Source: an optimization exercise on an open RTL-to-GDS flow (aim: small area, a short achievable clock period and few clock cycles per item). Production flows keep margins and buffers that such runs may drop.
At most, simulation tests tie the RTL to the original design; equivalence was not proved.
Only the layout flow was run in run 2; the RTL was not checked for function there.
Power and IR drop assume default switching activity.

==> flow/design.v, too long to show whole: its modules and the start of the top module <==
// module alu: 1731 lines
// module fa: 4 lines
// module ha: 4 lines
// module conv3x3: 124 lines
module conv3x3(
    input wire clk,
    input wire rst,
    input wire en,
    input wire [7:0] pixel1,
    input wire [7:0] pixel2,
    input wire [7:0] pixel3,
    input wire [7:0] pixel4,
    input wire [7:0] pixel5,
    input wire [7:0] pixel6,
    input wire [7:0] pixel7,
    input wire [7:0] pixel8,
    input wire [7:0] pixel9,
    input wire [7:0] filter1,
    input wire [7:0] filter2,
    input wire [7:0] filter3,
    input wire [7:0] filter4,
    input wire [7:0] filter5,
    input wire [7:0] filter6,
    input wire [7:0] filter7,
    input wire [7:0] filter8,
    input wire [7:0] filter9,
    output wire [31:0] result,
    output wire done
);
  // ...
==> flow/flow/run.sh <==
#!/bin/bash
set -o pipefail
bash standard.sh "BUFFER_PORTS_ARGS=-buffer_cell sky130_fd_sc_hd__buf_2" finish > standard_flow.log 2>&1
==> flow/standard.sh <==
#!/bin/bash
# synth_recipe.tcl (not shown) runs the flow's synth.tcl, then flattens the netlist and writes it again
# the make line also repeats each setting of config.mk as NAME=value (left out here)
make -C /OpenROAD-flow-scripts/flow DESIGN_CONFIG=/design/flow/config.mk WORK_HOME=/design/flow/orfs CLKGATE_MAP_FILE= SYNTH_SCRIPT=/design/flow/synth_recipe.tcl "${@:-finish}"
==> flow/config.mk <==
export PLATFORM = sky130hd
export DESIGN_NAME = conv3x3
export DESIGN_NICKNAME = conv3x3
export VERILOG_FILES = /design/flow/design.v
export SDC_FILE = /design/flow/constraint.sdc
export NUM_CORES = 4
export LEC_CHECK = 0
export CAP_MARGIN = 20
export CORE_MARGIN = 2
export CORE_UTILIZATION = 65
export SETUP_SLACK_MARGIN = 4.3
export SLEW_MARGIN = 20
export SYNTH_HIERARCHICAL = 1
==> flow/constraint.sdc <==
create_clock -name core_clock -period 10.0 [get_ports {clk}]
set_input_delay 2.0000 -clock core_clock [delete_from_list [all_inputs] [get_ports {clk}]]
set_output_delay 2.0000 -clock core_clock [all_outputs]
set_load 0.01 [all_outputs]
==> results.py, run 1 <==
metrics = {
    "outcome": {
        "status": "timing/DRC/antenna clean",
    },
    "yosys": {
        "synth_cells": 1507,
        "synth_warnings": 7,
        "synth_compound_area_share_pct": 1.75,
    },
    "cts": {
        "path_clk_slew_ns": 0.08,
        "htreeDepth": 2,
        "cts_tree": "done",
    },
    "route": {
        "routedWlPerCell_um": 27.9,
        "drt_iter0_drc": 1317,
        "viasPerCell": 6.27,
        "top_layer": "met4",
        "route.met3.wl_um": 5360,
        "drc_errors": 0,
        "firstDrtPassIters": 5,
    },
    "power_and_ir_drop": {
        "p_seq_share_pct": 6.4,
        "switching_share_pct": 52.2,
        "p_seq_w": 0.000469,
        "p_int_w": 0.00349,
        "power_density_mw_per_mm2": 432,
        "p_sw_w": 0.00381,
    },
    "finish": {
        "area_growth_syn_to_layout_pct": 3.43,
        "clock_area_share_pct": 1.02,
        "fin_nets": 2227,
        "multi_input_area_mm2": 0.0143,
    },
    "global_route": {
        "grt_use_met2_pct": 65.5,
        "grt.total_usage_pct": 41.7,
        "grt_max_degree": 18,
        "grt.overflow.total": 0,
    },
    "placed_design": {
        "dp_cells": 1822,
        "dpl_worst_slack_ns": 4.01,
        "dp_hpwl_um": 45600,
        "io_buffers": 167,
    },
    "setup_path": {
        "worstPathMaxFanout": 8,
        "cpMostUsedCell": "fa_1",
    },
    "die": {
        "die_area_mm2": 0.0264,
    },
}
Testbench counts, summed over its fixed seeds: cycles 1,608, items 1,600.
==> module conv3x3, before the edit <==
module conv3x3(
    input wire clk,
    input wire rst,
    input wire en,
    input wire [7:0] pixel1,
    input wire [7:0] pixel2,
    input wire [7:0] pixel3,
    input wire [7:0] pixel4,
    input wire [7:0] pixel5,
    input wire [7:0] pixel6,
    input wire [7:0] pixel7,
    input wire [7:0] pixel8,
    input wire [7:0] pixel9,
    input wire [7:0] filter1,
    input wire [7:0] filter2,
    input wire [7:0] filter3,
    input wire [7:0] filter4,
    input wire [7:0] filter5,
    input wire [7:0] filter6,
    input wire [7:0] filter7,
    input wire [7:0] filter8,
    input wire [7:0] filter9,
    output wire [31:0] result,
    output wire done
);
wire [48:0] cs;
reg [48:0] cs_reg;
reg done_reg;
alu alu1(
    .pixel1(pixel1),
    .pixel2(pixel2),
    .pixel3(pixel3),
    .pixel4(pixel4),
    .pixel5(pixel5),
    .pixel6(pixel6),
    .pixel7(pixel7),
    .pixel8(pixel8),
    .pixel9(pixel9),
    .filter1(filter1),
    .filter2(filter2),
    .filter3(filter3),
    .filter4(filter4),
    .filter5(filter5),
    .filter6(filter6),
    .filter7(filter7),
    .filter8(filter8),
    .filter9(filter9),
    .cs(cs)
);
always @ (posedge clk)
    cs_reg <= cs;
always @ (posedge clk or posedge rst) begin
    if (rst)
        done_reg <= 1'b0;
    else
        done_reg <= en;
end
wire bhs0, bhc0;
ha bha0 (.a(cs_reg[5]), .b(cs_reg[6]), .s(bhs0), .co(bhc0));
wire bhs1, bhc1;
ha bha1 (.a(cs_reg[8]), .b(cs_reg[9]), .s(bhs1), .co(bhc1));
wire bs537, bc537;
fa bfa537 (.a(cs_reg[10]), .b(cs_reg[11]), .c(cs_reg[12]), .s(bs537), .co(bc537));
wire bhs2, bhc2;
ha bha2 (.a(cs_reg[13]), .b(bhc1), .s(bhs2), .co(bhc2));
wire bs538, bc538;
fa bfa538 (.a(cs_reg[14]), .b(cs_reg[15]), .c(cs_reg[16]), .s(bs538), .co(bc538));
wire bhs3, bhc3;
ha bha3 (.a(bc537), .b(bs538), .s(bhs3), .co(bhc3));
wire bs539, bc539;
fa bfa539 (.a(cs_reg[17]), .b(cs_reg[18]), .c(cs_reg[19]), .s(bs539), .co(bc539));
wire bs540, bc540;
fa bfa540 (.a(cs_reg[20]), .b(cs_reg[21]), .c(bc538), .s(bs540), .co(bc540));
wire bhs4, bhc4;
ha bha4 (.a(bs539), .b(bhc3), .s(bhs4), .co(bhc4));
wire bs541, bc541;
fa bfa541 (.a(cs_reg[22]), .b(cs_reg[23]), .c(cs_reg[24]), .s(bs541), .co(bc541));
wire bs542, bc542;
fa bfa542 (.a(cs_reg[25]), .b(bc539), .c(bs541), .s(bs542), .co(bc542));
wire bhs5, bhc5;
ha bha5 (.a(bc540), .b(bs542), .s(bhs5), .co(bhc5));
wire bs543, bc543;
fa bfa543 (.a(cs_reg[26]), .b(cs_reg[27]), .c(cs_reg[28]), .s(bs543), .co(bc543));
wire bs544, bc544;
fa bfa544 (.a(cs_reg[29]), .b(bc541), .c(bs543), .s(bs544), .co(bc544));
wire bhs6, bhc6;
ha bha6 (.a(bc542), .b(bs544), .s(bhs6), .co(bhc6));
wire bs545, bc545;
fa bfa545 (.a(cs_reg[30]), .b(cs_reg[31]), .c(cs_reg[32]), .s(bs545), .co(bc545));
wire bs546, bc546;
fa bfa546 (.a(cs_reg[33]), .b(bc543), .c(bs545), .s(bs546), .co(bc546));
wire bhs7, bhc7;
ha bha7 (.a(bc544), .b(bs546), .s(bhs7), .co(bhc7));
wire bs547, bc547;
fa bfa547 (.a(cs_reg[34]), .b(cs_reg[35]), .c(cs_reg[36]), .s(bs547), .co(bc547));
wire bs548, bc548;
fa bfa548 (.a(cs_reg[37]), .b(bc545), .c(bs547), .s(bs548), .co(bc548));
wire bhs8, bhc8;
ha bha8 (.a(bc546), .b(bs548), .s(bhs8), .co(bhc8));
wire bs549, bc549;
fa bfa549 (.a(cs_reg[38]), .b(cs_reg[39]), .c(cs_reg[40]), .s(bs549), .co(bc549));
wire bs550, bc550;
fa bfa550 (.a(cs_reg[41]), .b(bc547), .c(bs549), .s(bs550), .co(bc550));
wire bhs9, bhc9;
ha bha9 (.a(bc548), .b(bs550), .s(bhs9), .co(bhc9));
wire bs551, bc551;
fa bfa551 (.a(cs_reg[42]), .b(cs_reg[43]), .c(bc549), .s(bs551), .co(bc551));
wire bhs10, bhc10;
ha bha10 (.a(bc550), .b(bs551), .s(bhs10), .co(bhc10));
wire bs552, bc552;
fa bfa552 (.a(cs_reg[44]), .b(cs_reg[45]), .c(cs_reg[46]), .s(bs552), .co(bc552));
wire bhs11, bhc11;
ha bha11 (.a(bs552), .b(bc551), .s(bhs11), .co(bhc11));
wire bhs12, bhc12;
ha bha12 (.a(cs_reg[47]), .b(bc552), .s(bhs12), .co(bhc12));
wire bhs13, bhc13;
assign bhs13 = ~cs_reg[48];
assign bhc13 = cs_reg[48];
wire [19:0] rowa = {bhc13, bhc12, bhc11, bhc10, bhc9, bhc8, bhc7, bhc6, bhc5, bhc4, bs540, bhc2, bs537, bhc0, cs_reg[7], cs_reg[4], cs_reg[3], cs_reg[2], cs_reg[1], cs_reg[0]};
wire [19:0] rowb = {1'b0, bhs13, bhs12, bhs11, bhs10, bhs9, bhs8, bhs7, bhs6, bhs5, bhs4, bhs3, bhs2, bhs1, bhs0, 1'b0, 1'b0, 1'b0, 1'b0, 1'b0};
wire [19:0] sum = rowa + rowb;
assign result = {12'd0, ~sum};
assign done = done_reg;
endmodule
==> run 2, diff against run 1 <==
--- a/flow/design.v
+++ b/flow/design.v
@@ -12,17 +12,17 @@
     input wire [7:0] filter2,
     input wire [7:0] filter3,
     input wire [7:0] filter4,
     input wire [7:0] filter5,
     input wire [7:0] filter6,
     input wire [7:0] filter7,
     input wire [7:0] filter8,
     input wire [7:0] filter9,
-    output wire [48:0] cs
+    output wire [49:0] cs
 );
 wire pp1_0_0 = ~(pixel1[0] & filter1[0]);
 wire pp1_0_1 = ~(pixel1[0] & filter1[1]);
 wire pp1_0_2 = ~(pixel1[0] & filter1[2]);
 wire pp1_0_3 = ~(pixel1[0] & filter1[3]);
 wire pp1_0_4 = ~(pixel1[0] & filter1[4]);
 wire pp1_0_5 = ~(pixel1[0] & filter1[5]);
 wire pp1_0_6 = ~(pixel1[0] & filter1[6]);
@@ -1666,24 +1666,29 @@
 wire as530, ac530;
 fa afa530 (.a(as528), .b(ac520), .c(ac521), .s(as530), .co(ac530));
 wire as531, ac531;
 fa afa531 (.a(as529), .b(ac522), .c(ac523), .s(as531), .co(ac531));
 wire as532, ac532;
 fa afa532 (.a(as530), .b(ac524), .c(as531), .s(as532), .co(ac532));
 wire as533, ac533;
 fa afa533 (.a(ac525), .b(ac526), .c(as532), .s(as533), .co(ac533));
+wire ahs0, ahc0;
+ha aha0 (.a(ac527), .b(as533), .s(ahs0), .co(ahc0));
 wire as534, ac534;
 assign as534 = ~(ac528 ^ ac529);
 assign ac534 = ac528 | ac529;
 wire as535, ac535;
 fa afa535 (.a(ac530), .b(as534), .c(ac531), .s(as535), .co(ac535));
 wire as536, ac536;
 assign as536 = ~(ac534 ^ ac535);
 assign ac536 = ac534 | ac535;
+wire ahs1, ahc1;
+assign ahs1 = ~ac536;
+assign ahc1 = ac536;
 assign cs[0] = as3;   
 assign cs[1] = as14;   
 assign cs[2] = as33;   
 assign cs[3] = as60;   
 assign cs[4] = as96;   
 assign cs[5] = as139;   
 assign cs[6] = as140;   
 assign cs[7] = ac96;   
@@ -1716,23 +1721,24 @@
 assign cs[34] = as512;   
 assign cs[35] = ac489;   
 assign cs[36] = ac490;   
 assign cs[37] = as513;   
 assign cs[38] = as526;   
 assign cs[39] = ac512;   
 assign cs[40] = as527;   
 assign cs[41] = ac513;   
-assign cs[42] = ac527;   
-assign cs[43] = as533;   
-assign cs[44] = ac532;   
-assign cs[45] = as535;   
-assign cs[46] = ac533;   
+assign cs[42] = ahs0;   
+assign cs[43] = ac532;   
+assign cs[44] = as535;   
+assign cs[45] = ac533;   
+assign cs[46] = ahc0;   
 assign cs[47] = as536;   
-assign cs[48] = ac536;   
+assign cs[48] = ahs1;   
+assign cs[49] = ahc1;   
 endmodule
 module fa (input wire a, input wire b, input wire c, output wire s, output wire co);
 assign s = a ^ b ^ c;
 assign co = (a & b) | (a & c) | (b & c);
 endmodule
 module ha (input wire a, input wire b, output wire s, output wire co);
 assign s = a ^ b;
 assign co = a & b;
@@ -1757,18 +1763,18 @@
     input wire [7:0] filter5,
     input wire [7:0] filter6,
     input wire [7:0] filter7,
     input wire [7:0] filter8,
     input wire [7:0] filter9,
     output wire [31:0] result,
     output wire done
 );
-wire [48:0] cs;
-reg [48:0] cs_reg;
+wire [49:0] cs;
+reg [49:0] cs_reg;
 reg done_reg;
 alu alu1(
     .pixel1(pixel1),
     .pixel2(pixel2),
     .pixel3(pixel3),
     .pixel4(pixel4),
     .pixel5(pixel5),
     .pixel6(pixel6),
@@ -1789,75 +1795,70 @@
 always @ (posedge clk)
     cs_reg <= cs;
 always @ (posedge clk or posedge rst) begin
     if (rst)
         done_reg <= 1'b0;
     else
         done_reg <= en;
 end
-wire bhs0, bhc0;
-ha bha0 (.a(cs_reg[5]), .b(cs_reg[6]), .s(bhs0), .co(bhc0));
-wire bhs1, bhc1;
-ha bha1 (.a(cs_reg[8]), .b(cs_reg[9]), .s(bhs1), .co(bhc1));
+wire bhs2, bhc2;
+ha bha2 (.a(cs_reg[5]), .b(cs_reg[6]), .s(bhs2), .co(bhc2));
+wire bhs3, bhc3;
+ha bha3 (.a(cs_reg[8]), .b(cs_reg[9]), .s(bhs3), .co(bhc3));
 wire bs537, bc537;
 fa bfa537 (.a(cs_reg[10]), .b(cs_reg[11]), .c(cs_reg[12]), .s(bs537), .co(bc537));
-wire bhs2, bhc2;
-ha bha2 (.a(cs_reg[13]), .b(bhc1), .s(bhs2), .co(bhc2));
+wire bhs4, bhc4;
+ha bha4 (.a(cs_reg[13]), .b(bhc3), .s(bhs4), .co(bhc4));
 wire bs538, bc538;
 fa bfa538 (.a(cs_reg[14]), .b(cs_reg[15]), .c(cs_reg[16]), .s(bs538), .co(bc538));
-wire bhs3, bhc3;
-ha bha3 (.a(bc537), .b(bs538), .s(bhs3), .co(bhc3));
+wire bhs5, bhc5;
+ha bha5 (.a(bc537), .b(bs538), .s(bhs5), .co(bhc5));
 wire bs539, bc539;
 fa bfa539 (.a(cs_reg[17]), .b(cs_reg[18]), .c(cs_reg[19]), .s(bs539), .co(bc539));
 wire bs540, bc540;
 fa bfa540 (.a(cs_reg[20]), .b(cs_reg[21]), .c(bc538), .s(bs540), .co(bc540));
-wire bhs4, bhc4;
-ha bha4 (.a(bs539), .b(bhc3), .s(bhs4), .co(bhc4));
+wire bhs6, bhc6;
+ha bha6 (.a(bs539), .b(bhc5), .s(bhs6), .co(bhc6));
 wire bs541, bc541;
 fa bfa541 (.a(cs_reg[22]), .b(cs_reg[23]), .c(cs_reg[24]), .s(bs541), .co(bc541));
 wire bs542, bc542;
 fa bfa542 (.a(cs_reg[25]), .b(bc539), .c(bs541), .s(bs542), .co(bc542));
-wire bhs5, bhc5;
-ha bha5 (.a(bc540), .b(bs542), .s(bhs5), .co(bhc5));
+wire bhs7, bhc7;
+ha bha7 (.a(bc540), .b(bs542), .s(bhs7), .co(bhc7));
 wire bs543, bc543;
 fa bfa543 (.a(cs_reg[26]), .b(cs_reg[27]), .c(cs_reg[28]), .s(bs543), .co(bc543));
 wire bs544, bc544;
 fa bfa544 (.a(cs_reg[29]), .b(bc541), .c(bs543), .s(bs544), .co(bc544));
-wire bhs6, bhc6;
-ha bha6 (.a(bc542), .b(bs544), .s(bhs6), .co(bhc6));
+wire bhs8, bhc8;
+ha bha8 (.a(bc542), .b(bs544), .s(bhs8), .co(bhc8));
 wire bs545, bc545;
 fa bfa545 (.a(cs_reg[30]), .b(cs_reg[31]), .c(cs_reg[32]), .s(bs545), .co(bc545));
 wire bs546, bc546;
 fa bfa546 (.a(cs_reg[33]), .b(bc543), .c(bs545), .s(bs546), .co(bc546));
-wire bhs7, bhc7;
-ha bha7 (.a(bc544), .b(bs546), .s(bhs7), .co(bhc7));
+wire bhs9, bhc9;
+ha bha9 (.a(bc544), .b(bs546), .s(bhs9), .co(bhc9));
 wire bs547, bc547;
 fa bfa547 (.a(cs_reg[34]), .b(cs_reg[35]), .c(cs_reg[36]), .s(bs547), .co(bc547));
 wire bs548, bc548;
 fa bfa548 (.a(cs_reg[37]), .b(bc545), .c(bs547), .s(bs548), .co(bc548));
-wire bhs8, bhc8;
-ha bha8 (.a(bc546), .b(bs548), .s(bhs8), .co(bhc8));
+wire bhs10, bhc10;
+ha bha10 (.a(bc546), .b(bs548), .s(bhs10), .co(bhc10));
 wire bs549, bc549;
 fa bfa549 (.a(cs_reg[38]), .b(cs_reg[39]), .c(cs_reg[40]), .s(bs549), .co(bc549));
 wire bs550, bc550;
 fa bfa550 (.a(cs_reg[41]), .b(bc547), .c(bs549), .s(bs550), .co(bc550));
-wire bhs9, bhc9;
-ha bha9 (.a(bc548), .b(bs550), .s(bhs9), .co(bhc9));
+wire bhs11, bhc11;
+ha bha11 (.a(bc548), .b(bs550), .s(bhs11), .co(bhc11));
 wire bs551, bc551;
-fa bfa551 (.a(cs_reg[42]), .b(cs_reg[43]), .c(bc549), .s(bs551), .co(bc551));
-wire bhs10, bhc10;
-ha bha10 (.a(bc550), .b(bs551), .s(bhs10), .co(bhc10));
+fa bfa551 (.a(cs_reg[42]), .b(bc549), .c(bc550), .s(bs551), .co(bc551));
 wire bs552, bc552;
-fa bfa552 (.a(cs_reg[44]), .b(cs_reg[45]), .c(cs_reg[46]), .s(bs552), .co(bc552));
-wire bhs11, bhc11;
-ha bha11 (.a(bs552), .b(bc551), .s(bhs11), .co(bhc11));
+fa bfa552 (.a(cs_reg[43]), .b(cs_reg[44]), .c(cs_reg[45]), .s(bs552), .co(bc552));
 wire bhs12, bhc12;
-ha bha12 (.a(cs_reg[47]), .b(bc552), .s(bhs12), .co(bhc12));
+ha bha12 (.a(cs_reg[46]), .b(bs552), .s(bhs12), .co(bhc12));
 wire bhs13, bhc13;
-assign bhs13 = ~cs_reg[48];
-assign bhc13 = cs_reg[48];
-wire [19:0] rowa = {bhc13, bhc12, bhc11, bhc10, bhc9, bhc8, bhc7, bhc6, bhc5, bhc4, bs540, bhc2, bs537, bhc0, cs_reg[7], cs_reg[4], cs_reg[3], cs_reg[2], cs_reg[1], cs_reg[0]};
-wire [19:0] rowb = {1'b0, bhs13, bhs12, bhs11, bhs10, bhs9, bhs8, bhs7, bhs6, bhs5, bhs4, bhs3, bhs2, bhs1, bhs0, 1'b0, 1'b0, 1'b0, 1'b0, 1'b0};
+ha bha13 (.a(cs_reg[47]), .b(bc552), .s(bhs13), .co(bhc13));
+wire [19:0] rowa = {cs_reg[49], cs_reg[48], bhc12, bc551, bhc11, bhc10, bhc9, bhc8, bhc7, bhc6, bs540, bhc4, bs537, bhc2, cs_reg[7], cs_reg[4], cs_reg[3], cs_reg[2], cs_reg[1], cs_reg[0]};
+wire [19:0] rowb = {1'b0, bhc13, bhs13, bhs12, bs551, bhs11, bhs10, bhs9, bhs8, bhs7, bhs6, bhs5, bhs4, bhs3, bhs2, 1'b0, 1'b0, 1'b0, 1'b0, 1'b0};
 wire [19:0] sum = rowa + rowb;
 assign result = {12'd0, ~sum};
 assign done = done_reg;
 endmodule
==> flow/config.mk (replaced) <==
export PLATFORM = sky130hd
export DESIGN_NAME = conv3x3
export DESIGN_NICKNAME = conv3x3
export VERILOG_FILES = /design/flow/design.v
export SDC_FILE = /design/flow/constraint.sdc
export NUM_CORES = 4
export LEC_CHECK = 0
export CAP_MARGIN = 20
export CORE_MARGIN = 2
export CORE_UTILIZATION = 40
export SLEW_MARGIN = 20
export SYNTH_HIERARCHICAL = 1
==> run 2 against run 1 <==
Worst setup slack got worse by 0.18 ns. Clock power fell by 15%. Die area is 61% higher. Critical path depth unchanged. Sequential power hardly changed. Total power fell by 5.6%. Worst hold slack better by 0.0056 ns. First-iteration DRC count shrank 14%. Maximum frequency fell by 3.0%. Synthesized area about the same. Wire length is 6.4% higher. Clock-buffer cell count rose by 1. Largest cell class unchanged. Largest power group unchanged. Highest routed layer unchanged.
==> results.py, run 2 <==
metrics = {
    "yosys": {
        "avgSynthCellArea_um2": 10.8,
        "ys_async_sr_fraction_pct": 1.96,
        "ys_seq_elements": 51,
        "ys_types": 39,
        "yosys.area.top_type": "fa_1",
        "synth_ff_type": "dfxtp_1",
        "synthTopCellsByArea": "fa_1 (67%), nand2_1 (13%), dfxtp_1 (6.1%), buf_2 (4.0%), ha_1 (2.9%)",
        "seq_area_frac_synth_pct": 6.29,
        "synth_cells": 1513,
        "synth_top_area_share_pct": 66.8,
        "synth_warnings": 7,
        "syn_area_mm2": 0.0163,
        "synth_edf_count": 0,
        "ys_top_cells_by_count": "nand2_1 (572), fa_1 (544), buf_2 (131)",
        "post-synth-top-count-cell": "nand2_1",
    },
    "finish": {
        "utilization_pct": 42.2,
        "drive_gt1_share_pct": 11.9,
        "final_common_cell": "nand2_1",
        "fin_nets": 2233,
        "largest_register_ffs": 50,
        "fillers": 3871,
        "layout_common_cells": "nand2_1 (572), fa_1 (544), buf_2 (167)",
        "multi_input_area_mm2": 0.0141,
        "ff_latch_area_mm2": 0.00103,
        "area_growth_syn_to_layout_pct": 3.46,
        "diodes": 0,
    },
    "timing": {
        "slew_violations": 0,
        "holdWs_ns": 1.50,
        "fmax_mhz": 172,
        "tightestPinTransition_ns": 0.888,
        "fin_crit_sh_pct": 58.3,
        "rsz0062_at_grt": "no",
        "setup_viol": 0,
        "fin_crit_ns": 5.83,
        "finalHoldViolCount": 0,
        "max_slew_margin_pct": 40.2,
        "setup_slack_ns": 4.17,
        "setup_tns_ns": 0,
    },
    "die": {
        "core_mm2": 0.0400,
        "row_count": 73,
        "die_w_um": 206,
        "die_area_mm2": 0.0424,
        "die_h_um": 206,
        "ios": 180,
        "initial_utilization_pct": 40.8,
    },
    "setup_path": {
        "critical_path_arrival_ns": 3.83,
        "cp_slowest_cell": "o21ai_0",
        "worstPathMaxFanout": 5,
        "cp_cell_sequence": "fa_1 -> fa_1 -> ha_1 -> ha_1 -> inv_1 -> o21ai_0 -> nor4_1 -> a211oi_1 -> buf_2",
        "cpLargestDelayFamily": "adder cells",
        "end_kind": "primary output",
        "start_kind": "register",
        "path_class": "reg2out",
        "max_stage_delay_ns": 0.74,
        "required_ns": 8.00,
        "path_buf_inv": 2,
    },
    "global_route": {
        "grt_pass1_wl_um": 80500,
        "antenna_found_initial": 0,
        "grt_pass1_vias": 12200,
        "grt.total_usage_pct": 27.1,
        "grt.overflow.total": 0,
        "grt_max_degree": 17,
    },
    "power_and_ir_drop": {
        "power.total_w": 0.00689,
        "ir_drop_mv": 0.408,
        "power_density_mw_per_mm2": 408,
        "leakagePower_nw": 6.09,
    },
    "cts": {
        "htreeDepth": 2,
        "clk_path_buf_depth": 2,
        "cts_setup_buffers": 0,
        "holdBufCountCts": 0,
        "clock_sinks": 51,
        "path_clk_slew_ns": 0.07,
        "cts_tree": "done",
        "clock-root-buffer": "clkbuf_16",
        "cts_made_buffers": 5,
        "cts_resized": 0,
    },
    "route": {
        "viasPerCell": 5.51,
        "ant_nets": 0,
        "drc_errors": 0,
        "vias": 11200,
        "routedWlPerCell_um": 26.8,
        "firstDrtPassIters": 5,
        "drt-total-wl_um": 54400,
        "drt_iter0_drc": 1135,
    },
    "placed_design": {
        "dp_hpwl_um": 50000,
        "io_buffers": 167,
        "gp_congestion": 0.967,
        "dpl_worst_slack_ns": 3.93,
    },
    "flow_run": {
        "drv_cap": 0,
    },
    "min_path": {
        "hold_class": "in2async",
    },
    "outcome": {
        "status": "timing/DRC/antenna clean",
    },
}
## run 2: worst max path at each step
stage                             startpoint                 end  cells past startpoint
after floorplan                    pixel5[7]  cs_reg[42]$_DFF_P_                     11
after global placement            filter2[5]  cs_reg[42]$_DFF_P_                     10
after detailed placement           pixel1[3]  cs_reg[42]$_DFF_P_                     10
after CTS                          pixel1[3]  cs_reg[42]$_DFF_P_                     10
after global routing      cs_reg[22]$_DFF_P_          result[16]                      9
final                     cs_reg[22]$_DFF_P_          result[16]                      9
## run 2: through the flow
step,instance area (um^2),cells
6_report,16900,2030
5_1_grt,16900,2030
4_1_cts,16900,2030
3_5_place_dp,16700,2022
3_3_place_gp,16700,2022
2_1_floorplan,16400,1524
## run 2: layout make-up
cell class / count / area share, %
Clock buffer: 6 / 0.823
Clock inverter: 2 / 0.0964
Inverter: 33 / 0.734
Multi-Input combinational cell: 1246 / 83.4
Sequential cell: 51 / 6.08
Tap cell: 525 / 3.89
Timing Repair Buffer: 167 / 4.95
## run 2: cell families after synthesis
kind of cell | count (synthesis) | synth area share [%]
AND/OR/NAND/NOR | 608 | 14.4
adder cells (fa/ha/maj) | 582 | 69.7
buffers and inverters | 227 | 7.65
flip-flops | 51 | 6.29
AO/OA/AOI/OAI | 34 | 1.40
XOR/XNOR | 10 | 0.537
other | 1 | 0.0230
## run 2: per-module statistics from Yosys, one instance, submodules excluded
module / times used / cell area, um^2 / flip-flops and latches / cells
conv3x3: 1 / 1830 / 51 / 167
ha: 13 / 12.5 / 0 / 1
alu: 1 / 3450 / 0 / 790
fa: 543 / 20.0 / 0 / 1
## run 2: power breakdown
group | switching, W | total (W) | internal (W)
logic | 0.00354 | 0.00623 | 0.00269
clock network | 0.0000869 | 0.000187 | 0.000100
registers | 0.0000478 | 0.000471 | 0.000423
## run 2: routing by layer
layer  vias up  share of wire, %  global-route usage (%)
li1       4388                 -                       -
met1      5995                38                    37.3
met2       718                48                    43.8
met3        87               9.1                    3.80
met4         0               4.4                    10.0
met5         -                 0                       0

-- re-timing with driven ports --
No port has a modelled driver above. Below, the same layouts with a new extraction and two added sets of constraints.
Step 1, drivers: a clkbuf_16 drives clk and a buf_2 each remaining input, both assumed.
Step 2 also shifts input and output timing later by t, the mid clock arrival at the registers, as if the neighbouring blocks saw the same clock.
Slacks: no drivers / after step 1 / after step 2; pairs: no drivers / after step 1.
run	t (ns)	setup WS [ns]	cell pins on the clock port's net
run 1	0.367	4.352 / 4.360 / 4.006	1
run 2	0.356	4.174 / 4.126 / 3.915	1
After both steps every run listed still meets setup and hold. The setup slack of run 1, which loses most, moves by +0.008 ns with the drivers and by -0.346 ns with both steps.
